Source: an optimization exercise on an open RTL-to-GDS flow (aim: small area). Production flows keep margins and buffers that such runs may drop.
Only simulation tests tie the RTL to the original design; equivalence was not proved.
No activity file was given, so power comes from the tool's default toggle rates.

**config.mk**
```make
export PLATFORM = sky130hd
export DESIGN_NAME = sent_rx
export DESIGN_NICKNAME = sent_rx
export VERILOG_FILES = /design/flow/design.v
export SDC_FILE = /design/flow/constraint.sdc
export NUM_CORES = 4
export LEC_CHECK = 0
export CAP_MARGIN = 20
export CORE_MARGIN = 2
export CORE_UTILIZATION = 70
export SLEW_MARGIN = 20
```
**constraint.sdc**
```tcl
create_clock -name core_clock -period 40.0 [get_ports {clk}]
set_input_delay 8.0000 -clock core_clock [delete_from_list [all_inputs] [get_ports {clk}]]
set_output_delay 8.0000 -clock core_clock [all_outputs]
set_load 0.01 [all_outputs]
```
**design.v**
```verilog
module sent_rx(
	input clk,
	input reset,
	input data_pulse,
	output reg locked,
	output reg [7:0] tick_len,
	output reg frame_valid,
	output reg frame_crc_ok,
	output reg [3:0] frame_status,
	output reg [23:0] frame_data,
	output reg [2:0] frame_nibbles,
	output reg serial_valid,
	output reg serial_enhanced,
	output reg serial_config,
	output [7:0] serial_id,
	output [15:0] serial_data
	);
	function [3:0] crc4_step(input [3:0] c, input [3:0] n);
		integer b;
		reg [4:0] t;
		begin
			t = {1'b0, c};
			for (b = 3; b >= 0; b = b - 1) begin
				t = {t[3:0], n[b]};
				if (t[4]) t = t ^ 5'b11101;
			end
			crc4_step = t[3:0];
		end
	endfunction
	reg a;
	reg cal;
	reg [7:0] r;
	reg [7:0] q;
	reg collecting;
	reg [3:0] fc;
	reg frame_end;
	reg [3:0] st_buf;
	reg [23:0] slots;
	reg [3:0] crc;
	reg [3:0] sid_a;
	reg [3:0] sid_b;
	reg [11:0] sdata;
	wire enh_c1 = serial_enhanced & serial_config;
	wire enh_c0 = serial_enhanced & ~serial_config;
	assign serial_id = {sid_a & {4{enh_c0}}, enh_c1 ? sid_a : sid_b};
	assign serial_data = {sid_b & {4{enh_c1}}, sdata};
	reg [16:0] bit3;
	reg [16:0] bit2;
	reg [4:0] count_frame;
	wire fall = a & ~data_pulse;
	wire lock_now = !locked && cal && fall && q != 0;
	wire [7:0] modulus = locked ? tick_len : 8'd56;
	wire [7:0] r_inc = r + 8'd1;
	wire wrap = fall ? (locked ? tick_len == 8'd1 : (cal && q == 8'd1)) : (r_inc == modulus);
	always @(posedge clk) begin
		if (wrap) r <= 8'd0;
		else if (fall) r <= 8'd1;
		else r <= r_inc;
		if (fall) q <= {7'd0, wrap};
		else if (wrap && q != 8'd255) q <= q + 8'd1;
	end
	always @(posedge clk or posedge reset) begin
		if (reset) begin
			a <= 1;
			cal <= 0;
			locked <= 0;
			tick_len <= 0;
			frame_end <= 0;
		end
		else begin
			a <= data_pulse;
			if (fall) cal <= 1;
			if (lock_now) begin
				locked <= 1;
				tick_len <= q;
			end
			frame_end <= locked && collecting && q == 8'd28 && fc >= 4'd3;
		end
	end
	wire is_nib = q >= 8'd12 && q <= 8'd27;
	wire [3:0] nib = q[3:0] + 4'd4;
	always @(posedge clk) begin
		if (lock_now) begin
			collecting <= 1;
			fc <= 0;
		end
		else if (locked) begin
			if (collecting && q == 8'd28) collecting <= 0;
			if (fall) begin
				if (q == 8'd56) begin
					collecting <= 1;
					fc <= 0;
				end
				else if (is_nib) begin
					if (collecting) begin
						if (fc == 4'd8) collecting <= 0;
						else begin
							fc <= fc + 4'd1;
							if (fc == 4'd0) begin
								st_buf <= nib;
								crc <= 4'b0101;
							end
							else begin
								crc <= crc4_step(crc, nib);
								case (fc)
									4'd1: slots[23:20] <= nib;
									4'd2: slots[19:16] <= nib;
									4'd3: slots[15:12] <= nib;
									4'd4: slots[11:8] <= nib;
									4'd5: slots[7:4] <= nib;
									4'd6: slots[3:0] <= nib;
									default: ;
								endcase
							end
						end
					end
				end
				else collecting <= 0;
			end
		end
	end
	wire good = crc == 4'd0;
	wire [2:0] nd = fc[2:0] - 3'd2;
	reg [23:0] mask;
	integer j;
	always @(*) begin
		for (j = 0; j < 6; j = j + 1)
			mask[23 - 4 * j -: 4] = (j < nd) ? 4'hf : 4'h0;
	end
	wire [17:0] bit3_next = {bit3, st_buf[3]};
	wire [17:0] bit2_next = {bit2, st_buf[2]};
	wire [29:0] enh_bits = {
		bit2_next[11], bit3_next[11], bit2_next[10], bit3_next[10],
		bit2_next[9], bit3_next[9], bit2_next[8], bit3_next[8],
		bit2_next[7], bit3_next[7], bit2_next[6], bit3_next[6],
		bit2_next[5], bit3_next[5], bit2_next[4], bit3_next[4],
		bit2_next[3], bit3_next[3], bit2_next[2], bit3_next[2],
		bit2_next[1], bit3_next[1], bit2_next[0], bit3_next[0],
		bit2_next[17:12]};
	wire [15:0] short_bits = bit2_next[15:0];
	wire ce_t0 = enh_bits[8] ^ enh_bits[10];
	wire ce_t1 = enh_bits[11] ^ enh_bits[21];
	wire ce_t2 = enh_bits[6] ^ ce_t0;
	wire ce_t3 = enh_bits[7] ^ ce_t1;
	wire ce_t4 = enh_bits[9] ^ enh_bits[22];
	wire ce_t5 = enh_bits[12] ^ enh_bits[14];
	wire ce_t6 = enh_bits[13] ^ enh_bits[15];
	wire ce_t7 = enh_bits[16] ^ enh_bits[18];
	wire ce_t8 = enh_bits[17] ^ enh_bits[22];
	wire ce_t9 = enh_bits[19] ^ enh_bits[20];
	wire ce_t10 = enh_bits[23] ^ enh_bits[24];
	wire ce_t11 = enh_bits[25] ^ enh_bits[26];
	wire ce_t12 = enh_bits[27] ^ enh_bits[28];
	wire ce_t13 = enh_bits[29] ^ ce_t3;
	wire ce_t14 = ce_t2 ^ ce_t6;
	wire [5:0] enh_syn = {enh_bits[5] ^ enh_bits[8] ^ enh_bits[16] ^ enh_bits[26] ^ enh_bits[27] ^ ce_t3 ^ ce_t4 ^ ce_t5 ^ ce_t9,
		enh_bits[4] ^ enh_bits[18] ^ ce_t9 ^ ce_t11 ^ ce_t13 ^ ce_t14,
		enh_bits[3] ^ enh_bits[24] ^ ce_t1 ^ ce_t2 ^ ce_t7 ^ ce_t8 ^ ce_t11 ^ ce_t12,
		enh_bits[2] ^ enh_bits[11] ^ enh_bits[15] ^ enh_bits[19] ^ enh_bits[25] ^ enh_bits[29] ^ ce_t0 ^ ce_t5 ^ ce_t8 ^ ce_t10,
		enh_bits[1] ^ enh_bits[10] ^ enh_bits[13] ^ enh_bits[14] ^ enh_bits[28] ^ ce_t4 ^ ce_t7 ^ ce_t10 ^ ce_t13,
		enh_bits[0] ^ enh_bits[12] ^ enh_bits[17] ^ enh_bits[20] ^ enh_bits[21] ^ enh_bits[23] ^ ce_t4 ^ ce_t12 ^ ce_t14};
	wire cs_t0 = short_bits[4] ^ short_bits[11];
	wire cs_t1 = short_bits[5] ^ short_bits[12];
	wire cs_t2 = short_bits[6] ^ short_bits[13];
	wire cs_t3 = cs_t0 ^ cs_t1;
	wire [3:0] short_syn = {short_bits[3] ^ short_bits[10] ^ cs_t0 ^ cs_t2,
		short_bits[2] ^ short_bits[9] ^ cs_t2 ^ cs_t3,
		short_bits[1] ^ short_bits[8] ^ short_bits[15] ^ cs_t1 ^ cs_t2,
		short_bits[0] ^ short_bits[7] ^ short_bits[14] ^ cs_t3};
	wire valid_enh = enh_syn == 6'b100110;
	wire valid_short = short_syn == 4'b1001;
	always @(posedge clk) begin
		if (frame_end) begin
			bit3 <= bit3_next[16:0];
			bit2 <= bit2_next[16:0];
		end
	end
	always @(posedge clk or posedge reset) begin
		if (reset) begin
			count_frame <= 5'd14;
			frame_valid <= 0;
			frame_crc_ok <= 0;
			frame_status <= 0;
			frame_data <= 0;
			frame_nibbles <= 0;
			serial_valid <= 0;
			serial_enhanced <= 0;
			serial_config <= 0;
			sid_a <= 0;
			sid_b <= 0;
			sdata <= 0;
		end
		else begin
			frame_valid <= frame_end;
			serial_valid <= 0;
			if (frame_end) begin
				frame_crc_ok <= good;
				frame_status <= st_buf;
				frame_data <= slots & mask;
				frame_nibbles <= nd;
				if (!good) count_frame <= 5'd14;
				else begin
					if (count_frame != 5'd31) count_frame <= count_frame + 5'd1;
					if (count_frame >= 5'd29 && bit3_next[15:0] == 16'h8000 && valid_short) begin
						serial_valid <= 1;
						serial_enhanced <= 0;
						serial_config <= 0;
						sid_a <= bit3_next[9:6];
						sid_b <= bit2_next[15:12];
						sdata <= {4'b0, bit2_next[11:4]};
						count_frame <= 5'd14;
					end
					else if (count_frame == 5'd31 && bit3_next[17:11] == 7'b1111110 && !bit3_next[5] && !bit3_next[0]
						&& valid_enh) begin
						serial_valid <= 1;
						serial_enhanced <= 1;
						serial_config <= bit3_next[10];
						sid_a <= bit3_next[9:6];
						sid_b <= bit3_next[4:1];
						sdata <= bit2_next[11:0];
						count_frame <= 5'd14;
					end
				end
			end
		end
	end
endmodule
```
**flow/run.sh**
```bash
#!/bin/bash
# The standard layout, with the smallest buffer on each port and a clock
# tree of clkbuf_8 without dummy loads. Each tool's output goes to a log here.
set -euo pipefail
export BUFFER_PORTS_ARGS="-buffer_cell sky130_fd_sc_hd__buf_1"
export CTS_ARGS="-sink_clustering_enable -repair_clock_nets -buf_list sky130_fd_sc_hd__clkbuf_4 -dont_use_dummy_load"
bash standard.sh > standard_flow.log 2>&1
```
**standard.sh**
```bash
#!/bin/bash
# synth_recipe.tcl (not shown) runs the flow's synth.tcl, then flattens the netlist and writes it again
# the make line also repeats each setting of config.mk as NAME=value (left out here)
make -C /OpenROAD-flow-scripts/flow DESIGN_CONFIG=/design/flow/config.mk WORK_HOME=/design/flow/orfs CLKGATE_MAP_FILE= SYNTH_SCRIPT=/design/flow/synth_recipe.tcl "${@:-finish}"
```
==> flow_summary.html, run 1 <==
<table>
<tr><th>Metric</th><th>Value</th></tr>
<tr><th colspan="2">Status</th></tr>
<tr><td>Result of the run</td><td>timing/DRC/antenna clean</td></tr>
<tr><th colspan="2">Cells and area</th></tr>
<tr><td>Commonest non-fill, non-tap cells in the layout</td><td>sky130_fd_sc_hd__buf_1, sky130_fd_sc_hd__dfrtp_1, sky130_fd_sc_hd__edfxtp_1</td></tr>
<tr><td>Layout net count</td><td>701</td></tr>
<tr><td>Most common cell after layout, fill and taps aside</td><td>sky130_fd_sc_hd__buf_1</td></tr>
<tr><td>Layout-stage area growth over the synthesis result</td><td>6.84%</td></tr>
<tr><td>Fraction of final layout cells with drive strength greater than 1</td><td>0.0783</td></tr>
<tr><td>Inserted Diodes</td><td>0</td></tr>
<tr><th colspan="2">STA</th></tr>
<tr><td>Final sum of negative setup slack</td><td>0 ns</td></tr>
<tr><td>Setup repair after global routing missed its margin</td><td>no</td></tr>
<tr><td># setup viols final</td><td>0</td></tr>
<tr><td>Final hold vios</td><td>0</td></tr>
<tr><td>Total count of max-transition violations in the final report</td><td>0</td></tr>
<tr><td>Final Worst Setup Slack</td><td>30.34 ns</td></tr>
<tr><td>Post-route minimum period</td><td>9.66 ns</td></tr>
<tr><td>Relative slew slack</td><td>0.340</td></tr>
<tr><td>Slew of the pin with the lowest slew margin</td><td>0.990 ns</td></tr>
<tr><td>Final Hold Slack</td><td>between 0.4 and 0.5 ns</td></tr>
<tr><td>Peak clock frequency supported by timing</td><td>104 MHz</td></tr>
<tr><td>Layout Skew</td><td>0.0307 ns</td></tr>
<tr><td>Crit share post-route</td><td>0.241</td></tr>
<tr><th colspan="2">Placed design</th></tr>
<tr><td>Post-DP HPWL</td><td>10.8 mm</td></tr>
<tr><td>Gpl congestion</td><td>roughly 0.91</td></tr>
<tr><td>Quantity of I/O buffers inserted on ports</td><td>71</td></tr>
<tr><td>Setup Slack @ Placement</td><td>approximately 30 ns</td></tr>
<tr><th colspan="2">Drt</th></tr>
<tr><td>Final routed wirelength across all metal layers</td><td>15.2 mm</td></tr>
<tr><td>Post-detailed-route via-to-cell ratio</td><td>6.09</td></tr>
<tr><td>Wire length per cell</td><td>18.7 µm</td></tr>
<tr><td>Detailed router's first-iteration violation count</td><td>249</td></tr>
<tr><td>Total DRC errors in the routed layout</td><td>0</td></tr>
<tr><td>Number of detailed-routing iterations run before antenna repair</td><td>8</td></tr>
<tr><td>Total via count after detailed routing</td><td>4,952</td></tr>
<tr><td>Detail Route Antenna Nets</td><td>0</td></tr>
<tr><th colspan="2">Floorplan</th></tr>
<tr><td>Top-level port count</td><td>72</td></tr>
<tr><td>Cell row count</td><td>37</td></tr>
<tr><td>Vert. Die Dim</td><td>around 110 µm</td></tr>
<tr><td>Die Wd</td><td>about 110 µm</td></tr>
<tr><td>DIE AREA</td><td>~0.011 mm²</td></tr>
<tr><td>Core region area</td><td>roughly 0.010 mm²</td></tr>
<tr><td>Starting density of the core</td><td>0.719</td></tr>
<tr><th colspan="2">Setup path</th></tr>
<tr><td>Type of the setup path with the least slack</td><td>reg -&gt; out</td></tr>
<tr><td>Element type at the critical path start</td><td>flip-flop</td></tr>
<tr><td>Critical path peak fanout</td><td>8</td></tr>
<tr><td>Data required time of the critical path</td><td>roughly 32 ns</td></tr>
<tr><td>Worst path arrival time</td><td>approximately 1.7 ns</td></tr>
<tr><td>Element type at the critical path end</td><td>primary output</td></tr>
<tr><th colspan="2">Synth</th></tr>
<tr><td>Netlist Area Pre-Place</td><td>0.00739 mm²</td></tr>
<tr><td>Number of unique standard cell types used by synthesis</td><td>56</td></tr>
<tr><td>Area share of the largest cell type after synthesis</td><td>0.272</td></tr>
<tr><td>Synth Area per Inst</td><td>12.2 µm²</td></tr>
<tr><td>Mapped Nets</td><td>627</td></tr>
<tr><td>Post-synthesis cell type with the largest combined area</td><td>sky130_fd_sc_hd__edfxtp_1</td></tr>
<tr><td>Largest cells by area after synthesis</td><td>sky130_fd_sc_hd__edfxtp_1, sky130_fd_sc_hd__dfrtp_1, sky130_fd_sc_hd__xnor2_1</td></tr>
<tr><td>Post-synthesis instance total</td><td>605</td></tr>
<tr><td>Most common flop cell mapped by yosys</td><td>sky130_fd_sc_hd__dfrtp_1</td></tr>
<tr><td>Post-synth EDFFs</td><td>67</td></tr>
<tr><td>Register bit total from synthesis</td><td>160</td></tr>
<tr><td>Share of the yosys chip area belonging to registers</td><td>0.574</td></tr>
<tr><td>FFs w/ async S/R, synth</td><td>0.456</td></tr>
<tr><td>Synthesis warning total</td><td>1</td></tr>
<tr><th colspan="2">Clock tree</th></tr>
<tr><td>Clock sink count</td><td>160</td></tr>
<tr><td>CTS Root Buffer Type</td><td>sky130_fd_sc_hd__clkbuf_4</td></tr>
<tr><td>Buffer levels on the longest clock path</td><td>2</td></tr>
<tr><td>Hold buffers post-CTS</td><td>0</td></tr>
<tr><td>Total of cells resized after clock tree synthesis</td><td>0</td></tr>
<tr><td>Clock-pin slew on the worst setup and hold paths</td><td>0.10 ns</td></tr>
<tr><td>Total clock buffers created by CTS</td><td>17</td></tr>
<tr><td>Insertion delay to the later sink of the worst-skew pair</td><td>0.54 ns</td></tr>
<tr><td>Number of buffers inserted to repair setup after CTS</td><td>0</td></tr>
<tr><td>TritonCTS clock tree</td><td>built</td></tr>
<tr><td>H-tree levels</td><td>4</td></tr>
<tr><th colspan="2">Min path</th></tr>
<tr><td>Worst Hold Class</td><td>reg -&gt; reg</td></tr>
<tr><th colspan="2">Global route</th></tr>
<tr><td>Number of global-route vias before repair</td><td>4,941</td></tr>
<tr><td>Pin count of the biggest net entering global routing</td><td>74</td></tr>
<tr><td>First-pass GRT wire length</td><td>~25 mm</td></tr>
<tr><td>Overall global routing resource usage</td><td>0.282</td></tr>
<tr><td>Initial antenna violation count</td><td>0</td></tr>
<tr><td>Remaining global-route overflow</td><td>0</td></tr>
<tr><th colspan="2">Power and ir drop</th></tr>
<tr><td>Leakage power</td><td>0.00309 µW</td></tr>
<tr><td>Cell Pwr Density</td><td>between 30 and 40 mW/mm²</td></tr>
<tr><td>Peak VDD IR</td><td>28.9 µV</td></tr>
<tr><th colspan="2">Run</th></tr>
<tr><td># Max-Cap Violations</td><td>0</td></tr>
</table>
## final cells by class
cell class / instances / area [µm²]
sequential: 160 / 4250
tap: 136 / 170
inverter: 28 / 105
timing repair buffer: 74 / 289
clock buffer: 17 / 128
fill: 687 / 2380
multi-input combinational: 398 / 2960
## where the power goes
group / internal [µW] / leakage (µW) / switching (µW)
sequential: 177 / 0.00174 / 9.48
combinational: 16.3 / 0.00127 / 23.6
clock: 19.5 / 0.0000782 / 46.0
## state kept, by name (all words and copies together), names as in the netlist, 3 cells and up
name	flops
st_buf	4
count_frame	5
slots	24
fc	4
sdata	12
sid_a	4
frame_data	24
sid_b	4
q	8
tick_len	8
crc	4
r	8
bit2	17
bit3	17
frame_nibbles	3
frame_status	4
## layer usage
metal  part of all wire  track usage  routed length [µm]  vias up
met5                  0            0                   0        -
met1               0.42        0.359                6450     2443
met2               0.51        0.482                7810      156
met3              0.043       0.0596                 661       26
met4              0.020       0.0993                 302        0
li1                   -            -                   -     2327
## worst paths after layout
path                            slack (ns)           end             from  cells after the start
worst max-delay path                 30.34  serial_id[2]  serial_enhanced                      3
worst min-delay path                  0.47           cal              cal                      1
worst max register to register       36.44      sid_a[1]        st_buf[2]                      7
worst min register to register        0.47           cal              cal                      1
max in group asynchronous            31.62     frame_end            reset                      3
min in group asynchronous             7.70      sdata[7]            reset                      3
## Yosys cell counts, types with 10 or more instances
cell / number
sky130_fd_sc_hd__dfxtp_1: 20
sky130_fd_sc_hd__mux2_2: 20
sky130_fd_sc_hd__a2bb2oi_1: 12
sky130_fd_sc_hd__xor2_1: 14
sky130_fd_sc_hd__and3_1: 10
sky130_fd_sc_hd__o2bb2ai_1: 16
sky130_fd_sc_hd__dfrtp_1: 69
sky130_fd_sc_hd__a21oi_1: 12
sky130_fd_sc_hd__nor2_1: 32
sky130_fd_sc_hd__o22ai_1: 10
sky130_fd_sc_hd__xnor2_1: 56
sky130_fd_sc_hd__clkbuf_1: 15
sky130_fd_sc_hd__nor3_1: 11
sky130_fd_sc_hd__nand2_1: 38
sky130_fd_sc_hd__o21ai_0: 15
sky130_fd_sc_hd__edfxtp_1: 67
sky130_fd_sc_hd__and2_1: 14
sky130_fd_sc_hd__nand3_1: 21
sky130_fd_sc_hd__inv_1: 28
sky130_fd_sc_hd__ha_1: 19
## per-stage QoR
stage / power, µW / util / std cells / instance area, µm²
finish: 292 / 0.768 / 813 / 7900
global route: 305 / 0.768 / 813 / 7900
CTS: 293 / 0.768 / 813 / 7900
detailed placement: 230 / 0.756 / 796 / 7770
global placement: 228 / 0.756 / 796 / 7770
floorplan: 217 / - / 605 / 7390
## critical path, stage by stage, from the launching register on
cell and delay (ns):
sky130_fd_sc_hd__dfrtp_1 0.47, sky130_fd_sc_hd__nand2_1 0.18, sky130_fd_sc_hd__mux2_2 0.36, sky130_fd_sc_hd__buf_1 0.13
## cell families after synthesis
kind of cell	Yosys count	share of synthesized area
AOI/OAI and AO/OA	101	0.101
xor gates and xnor gates	78	0.107
adders and majority gates	19	0.0322
buffers and inverters	47	0.0254
DFF	160	0.574
muxes	26	0.0391
and+or+nand+nor	174	0.121
==> run 2, diff against run 1 <==
==> flow/run.sh (replaced) <==
#!/bin/bash
# The standard layout, with the smallest buffer on each port and a clock
# tree of clkbuf_8 without dummy loads. Each tool's output goes to a log here.
set -euo pipefail
export BUFFER_PORTS_ARGS="-buffer_cell sky130_fd_sc_hd__buf_1"
export CTS_ARGS="-sink_clustering_enable -repair_clock_nets -buf_list sky130_fd_sc_hd__clkbuf_8 -dont_use_dummy_load"
bash standard.sh > standard_flow.log 2>&1
--- a/config.mk
+++ b/config.mk
@@ -8,4 +8,4 @@
 export CAP_MARGIN = 20
 export CORE_MARGIN = 2
-export CORE_UTILIZATION = 70
+export CORE_UTILIZATION = 40
 export SLEW_MARGIN = 20
==> run 2 against run 1 <==
Sequential power about the same. Setup slack worse by 0.13 ns. Cell area up 2.7%. Utilization down 32 points. Critical endpoint is now slots[12].
==> flow_summary.html, run 2 <==
<table>
<tr><th>Metric</th><th>Value</th></tr>
<tr><th colspan="2">Status</th></tr>
<tr><td>Result of the run</td><td>timing/DRC/antenna clean</td></tr>
<tr><th colspan="2">Setup path</th></tr>
<tr><td>Data required time of the critical path</td><td>between 40 and 50 ns</td></tr>
<tr><td>Cell-by-cell listing of the critical path</td><td>buf_1 -&gt; nor2b_1 -&gt; and2_1 -&gt; nand4_1 -&gt; nor4_1 -&gt; and2_1</td></tr>
<tr><td>Critical-path cell with the highest stage delay</td><td>sky130_fd_sc_hd__nor2b_1</td></tr>
<tr><td>Max incr delay on CP</td><td>0.53 ns</td></tr>
<tr><td>Critical path buffer and inverter count</td><td>1</td></tr>
<tr><td>Most repeated library cell on the critical path</td><td>sky130_fd_sc_hd__and2_1</td></tr>
<tr><td>Element type at the critical path end</td><td>flip-flop</td></tr>
<tr><td>Worst path arrival time</td><td>9.91 ns</td></tr>
<tr><td>Critical path peak fanout</td><td>10</td></tr>
<tr><td>Element type at the critical path start</td><td>input pin</td></tr>
<tr><td>Total stage count of the critical path</td><td>6</td></tr>
<tr><td>Cell count of the worst reg-to-reg path</td><td>7</td></tr>
<tr><td>Family with the most delay on the worst path</td><td>simple AND/OR/NAND/NOR gates</td></tr>
<tr><td>Type of the setup path with the least slack</td><td>in -&gt; reg</td></tr>
<tr><th colspan="2">Drt</th></tr>
<tr><td>Number of detailed-routing iterations run before antenna repair</td><td>5</td></tr>
<tr><td>Post-detailed-route via-to-cell ratio</td><td>5.37</td></tr>
<tr><td>Detailed router's first-iteration violation count</td><td>430</td></tr>
<tr><td>Wire length per cell</td><td>roughly 18 µm</td></tr>
<tr><td>Total DRC errors in the routed layout</td><td>0</td></tr>
<tr><td>Detail Route Antenna Nets</td><td>0</td></tr>
<tr><td>Final routed wirelength across all metal layers</td><td>16.1 mm</td></tr>
<tr><td>Total via count after detailed routing</td><td>roughly 5,000</td></tr>
<tr><th colspan="2">Floorplan</th></tr>
<tr><td>Vert. Die Dim</td><td>140 µm</td></tr>
<tr><td>Top-level port count</td><td>72</td></tr>
<tr><td>Cell row count</td><td>slightly below 50</td></tr>
<tr><td>Starting density of the core</td><td>0.410</td></tr>
<tr><td>DIE AREA</td><td>0.0196 mm²</td></tr>
<tr><td>Die Wd</td><td>140 µm</td></tr>
<tr><td>Core region area</td><td>0.0180 mm²</td></tr>
<tr><th colspan="2">Clock tree</th></tr>
<tr><td>Total clock buffers created by CTS</td><td>17</td></tr>
<tr><td>Clock-pin slew on the worst setup and hold paths</td><td>around 0.06 ns</td></tr>
<tr><td>Number of buffers inserted to repair setup after CTS</td><td>0</td></tr>
<tr><td>CTS Root Buffer Type</td><td>sky130_fd_sc_hd__clkbuf_8</td></tr>
<tr><td>Total of cells resized after clock tree synthesis</td><td>0</td></tr>
<tr><td>Insertion delay to the later sink of the worst-skew pair</td><td>between 0.4 and 0.5 ns</td></tr>
<tr><td>Hold buffers post-CTS</td><td>0</td></tr>
<tr><td>Clock sink count</td><td>160</td></tr>
<tr><td>Buffer levels on the longest clock path</td><td>2</td></tr>
<tr><td>TritonCTS clock tree</td><td>built</td></tr>
<tr><td>H-tree levels</td><td>4</td></tr>
<tr><th colspan="2">Cells and area</th></tr>
<tr><td>Layout filler cell count</td><td>1,686</td></tr>
<tr><td>Most common cell after layout, fill and taps aside</td><td>sky130_fd_sc_hd__buf_1</td></tr>
<tr><td>Largest registers</td><td>frame_data: 24 flops, slots: 24 flops</td></tr>
<tr><td>Area of all sequential standard cells</td><td>0.00425 mm²</td></tr>
<tr><td>Layout net count</td><td>700</td></tr>
<tr><td>Commonest non-fill, non-tap cells in the layout</td><td>sky130_fd_sc_hd__buf_1, sky130_fd_sc_hd__dfrtp_1, sky130_fd_sc_hd__edfxtp_1</td></tr>
<tr><td>Fraction of final layout cells with drive strength greater than 1</td><td>0.0769</td></tr>
<tr><td>Layout-stage area growth over the synthesis result</td><td>9.77%</td></tr>
<tr><td>Inserted Diodes</td><td>0</td></tr>
<tr><td>Area used by multi-input combinational logic</td><td>0.00296 mm²</td></tr>
<tr><th colspan="2">Synth</th></tr>
<tr><td>Area fraction in compound gates after synthesis</td><td>0.101</td></tr>
<tr><td>Netlist Area Pre-Place</td><td>between 0.007 and 0.008 mm²</td></tr>
<tr><td>Mapped Nets</td><td>roughly 630</td></tr>
<tr><td>Cell with the most instances after synthesis</td><td>sky130_fd_sc_hd__dfrtp_1</td></tr>
<tr><td>Synthesis warning total</td><td>1</td></tr>
<tr><td>Register bit total from synthesis</td><td>160</td></tr>
<tr><td>Most frequent cells after synthesis</td><td>sky130_fd_sc_hd__dfrtp_1, sky130_fd_sc_hd__edfxtp_1, sky130_fd_sc_hd__xnor2_1, sky130_fd_sc_hd__nand2_1, sky130_fd_sc_hd__nor2_1</td></tr>
<tr><td>Arithmetic-cell share of the synthesized area counting full adders, half adders and majority gates</td><td>0.0322</td></tr>
<tr><td>Post-synth EDFFs</td><td>67</td></tr>
<tr><td>Most common flop cell mapped by yosys</td><td>sky130_fd_sc_hd__dfrtp_1</td></tr>
<tr><td>Synthesized-area fraction occupied by xor and xnor cells</td><td>0.107</td></tr>
<tr><td>Number of unique standard cell types used by synthesis</td><td>56</td></tr>
<tr><td>Post-synthesis cell type with the largest combined area</td><td>sky130_fd_sc_hd__edfxtp_1</td></tr>
<tr><td>FFs w/ async S/R, synth</td><td>0.456</td></tr>
<tr><td>Proportion of synthesized area in mux cells</td><td>0.0391</td></tr>
<tr><td>Largest cells by area after synthesis</td><td>sky130_fd_sc_hd__edfxtp_1, sky130_fd_sc_hd__dfrtp_1, sky130_fd_sc_hd__xnor2_1</td></tr>
<tr><td>Main combinational cell family by area after synthesis</td><td>simple AND/OR/NAND/NOR gates</td></tr>
<tr><td>Share of the yosys chip area belonging to registers</td><td>0.574</td></tr>
<tr><td>Post-synthesis instance total</td><td>605</td></tr>
<tr><td>Area share of the largest cell type after synthesis</td><td>0.272</td></tr>
<tr><td>Share of synthesized cell area in and, or, nand and nor gates</td><td>0.121</td></tr>
<tr><td>Synth Area per Inst</td><td>12.2 µm²</td></tr>
<tr><th colspan="2">STA</th></tr>
<tr><td>Crit share post-route</td><td>0.245</td></tr>
<tr><td>Total count of max-transition violations in the final report</td><td>0</td></tr>
<tr><td>Setup repair after global routing missed its margin</td><td>no</td></tr>
<tr><td>Final sum of negative setup slack</td><td>0 ns</td></tr>
<tr><td>Layout Skew</td><td>0.0321 ns</td></tr>
<tr><td>Peak clock frequency supported by timing</td><td>around 100 MHz</td></tr>
<tr><td>Relative slew slack</td><td>0.299</td></tr>
<tr><td>Post-route minimum period</td><td>9.79 ns</td></tr>
<tr><td>Final hold vios</td><td>0</td></tr>
<tr><td>Slew of the pin with the lowest slew margin</td><td>1.05 ns</td></tr>
<tr><td># setup viols final</td><td>0</td></tr>
<tr><th colspan="2">Placed design</th></tr>
<tr><td>Quantity of I/O buffers inserted on ports</td><td>71</td></tr>
<tr><td>Post-DP HPWL</td><td>about 11 mm</td></tr>
<tr><td>Gpl congestion</td><td>0.855</td></tr>
<tr><th colspan="2">Power and ir drop</th></tr>
<tr><td>Leakage power</td><td>0.00313 µW</td></tr>
<tr><td>Total power after layout</td><td>313 µW</td></tr>
<tr><td>Peak VDD IR</td><td>around 21 µV</td></tr>
<tr><td>Cell Pwr Density</td><td>a little under 40 mW/mm²</td></tr>
<tr><th colspan="2">Global route</th></tr>
<tr><td>Overall global routing resource usage</td><td>0.168</td></tr>
<tr><td>Remaining global-route overflow</td><td>0</td></tr>
<tr><td>Initial antenna violation count</td><td>0</td></tr>
<tr><td>First-pass GRT wire length</td><td>26.2 mm</td></tr>
<tr><td>Number of global-route vias before repair</td><td>~4,900</td></tr>
<tr><td>Pin count of the biggest net entering global routing</td><td>74</td></tr>
<tr><th colspan="2">Min path</th></tr>
<tr><td>Hold Path Cell Cnt</td><td>0</td></tr>
<tr><td>Worst Hold Class</td><td>reg -&gt; reg</td></tr>
<tr><th colspan="2">Run</th></tr>
<tr><td># Max-Cap Violations</td><td>0</td></tr>
</table>
run 2: layout make-up:
class | count | share of cell area
Sequential cell | 160 | 0.523
Multi-Input combinational cell | 398 | 0.365
Tap cell | 229 | 0.0353
Timing Repair Buffer | 73 | 0.0347
Clock buffer | 17 | 0.0288
Inverter | 28 | 0.0131
run 2: layer usage:
layer,share of wire,track usage,up-vias
met2,0.52,0.285,101
met4,0.010,0.0484,0
li1,-,-,2307
met3,0.032,0.0328,14
met5,0,0,-
met1,0.44,0.222,2434
run 2: metrics by stage:
step / cell area (µm²) / hold WS [ns] / setup slack (ns) / instances / utilization
CTS: 8110 / 0.461 / 30.29 / 905 / 0.450
finish: 8110 / 0.454 / 30.21 / 905 / 0.450
floorplan: 7390 / 0.418 / 30.15 / 605 / -
global placement: 7880 / 0.429 / 29.90 / 888 / 0.437
global route: 8110 / 0.477 / 30.01 / 905 / 0.450
detailed placement: 7880 / 0.442 / 29.81 / 888 / 0.437
run 2: cell families after synthesis:
kind of cell	Yosys count
simple gates	174
flops	160
compound gates	101
xor+xnor	78
buf+inv	47
mux	26
fa+ha+maj	19
run 2: worst reg2reg max path, cell delays in order (launching register included):
cell	delay (ns)
sky130_fd_sc_hd__edfxtp_1	0.53
sky130_fd_sc_hd__xor2_2	0.33
sky130_fd_sc_hd__xnor3_1	0.42
sky130_fd_sc_hd__xor2_1	0.20
sky130_fd_sc_hd__or3_1	0.35
sky130_fd_sc_hd__a2111o_1	0.62
sky130_fd_sc_hd__a21oi_4	0.65
sky130_fd_sc_hd__mux2_2	0.41
run 2: where the power goes:
part | total [µW] | internal (µW) | leakage (µW) | switching (µW)
clock | 87.1 | 37.6 | 0.000122 | 49.5
combinational | 39.2 | 16.2 | 0.00126 | 23.0
sequential | 187 | 177 | 0.00174 | 9.76
run 2: final timing paths:
check	to	slack [ns]	startpoint
hold reg to reg	bit3[16]	0.45	bit3[15]
setup reg to reg	sid_a[1]	36.38	st_buf[2]
min in group asynchronous	sdata[8]	7.84	reset
max in group asynchronous	frame_end	31.47	reset
setup / recovery	slots[12]	30.21	data_pulse
hold / removal	bit3[16]	0.45	bit3[15]

-- port drivers added, routing unchanged --
No port has a modelled driver above. Below, the same layouts with a new extraction and two added sets of constraints.
Step 1 assumes that a clkbuf_16 drives the clock port and a buf_2 every other input.
Step 2 also shifts input and output timing later by t, the mid clock arrival at the registers, as if the neighbouring blocks saw the same clock.
Slacks: no drivers / after step 1 / after step 2; pairs: no drivers / after step 1.
run	shift t [ns]	setup slack, ns	worst setup path after step 2	cell pins on the clock port's net
run 1	0.552	30.341 / 30.310 / 29.891	input to register	1
run 2	0.465	30.209 / 30.222 / 29.758	input to register	1
After both steps setup and hold are still met in every run listed. The setup slack of run 2, which loses most, moves by +0.013 ns with the drivers and by -0.451 ns with both steps.
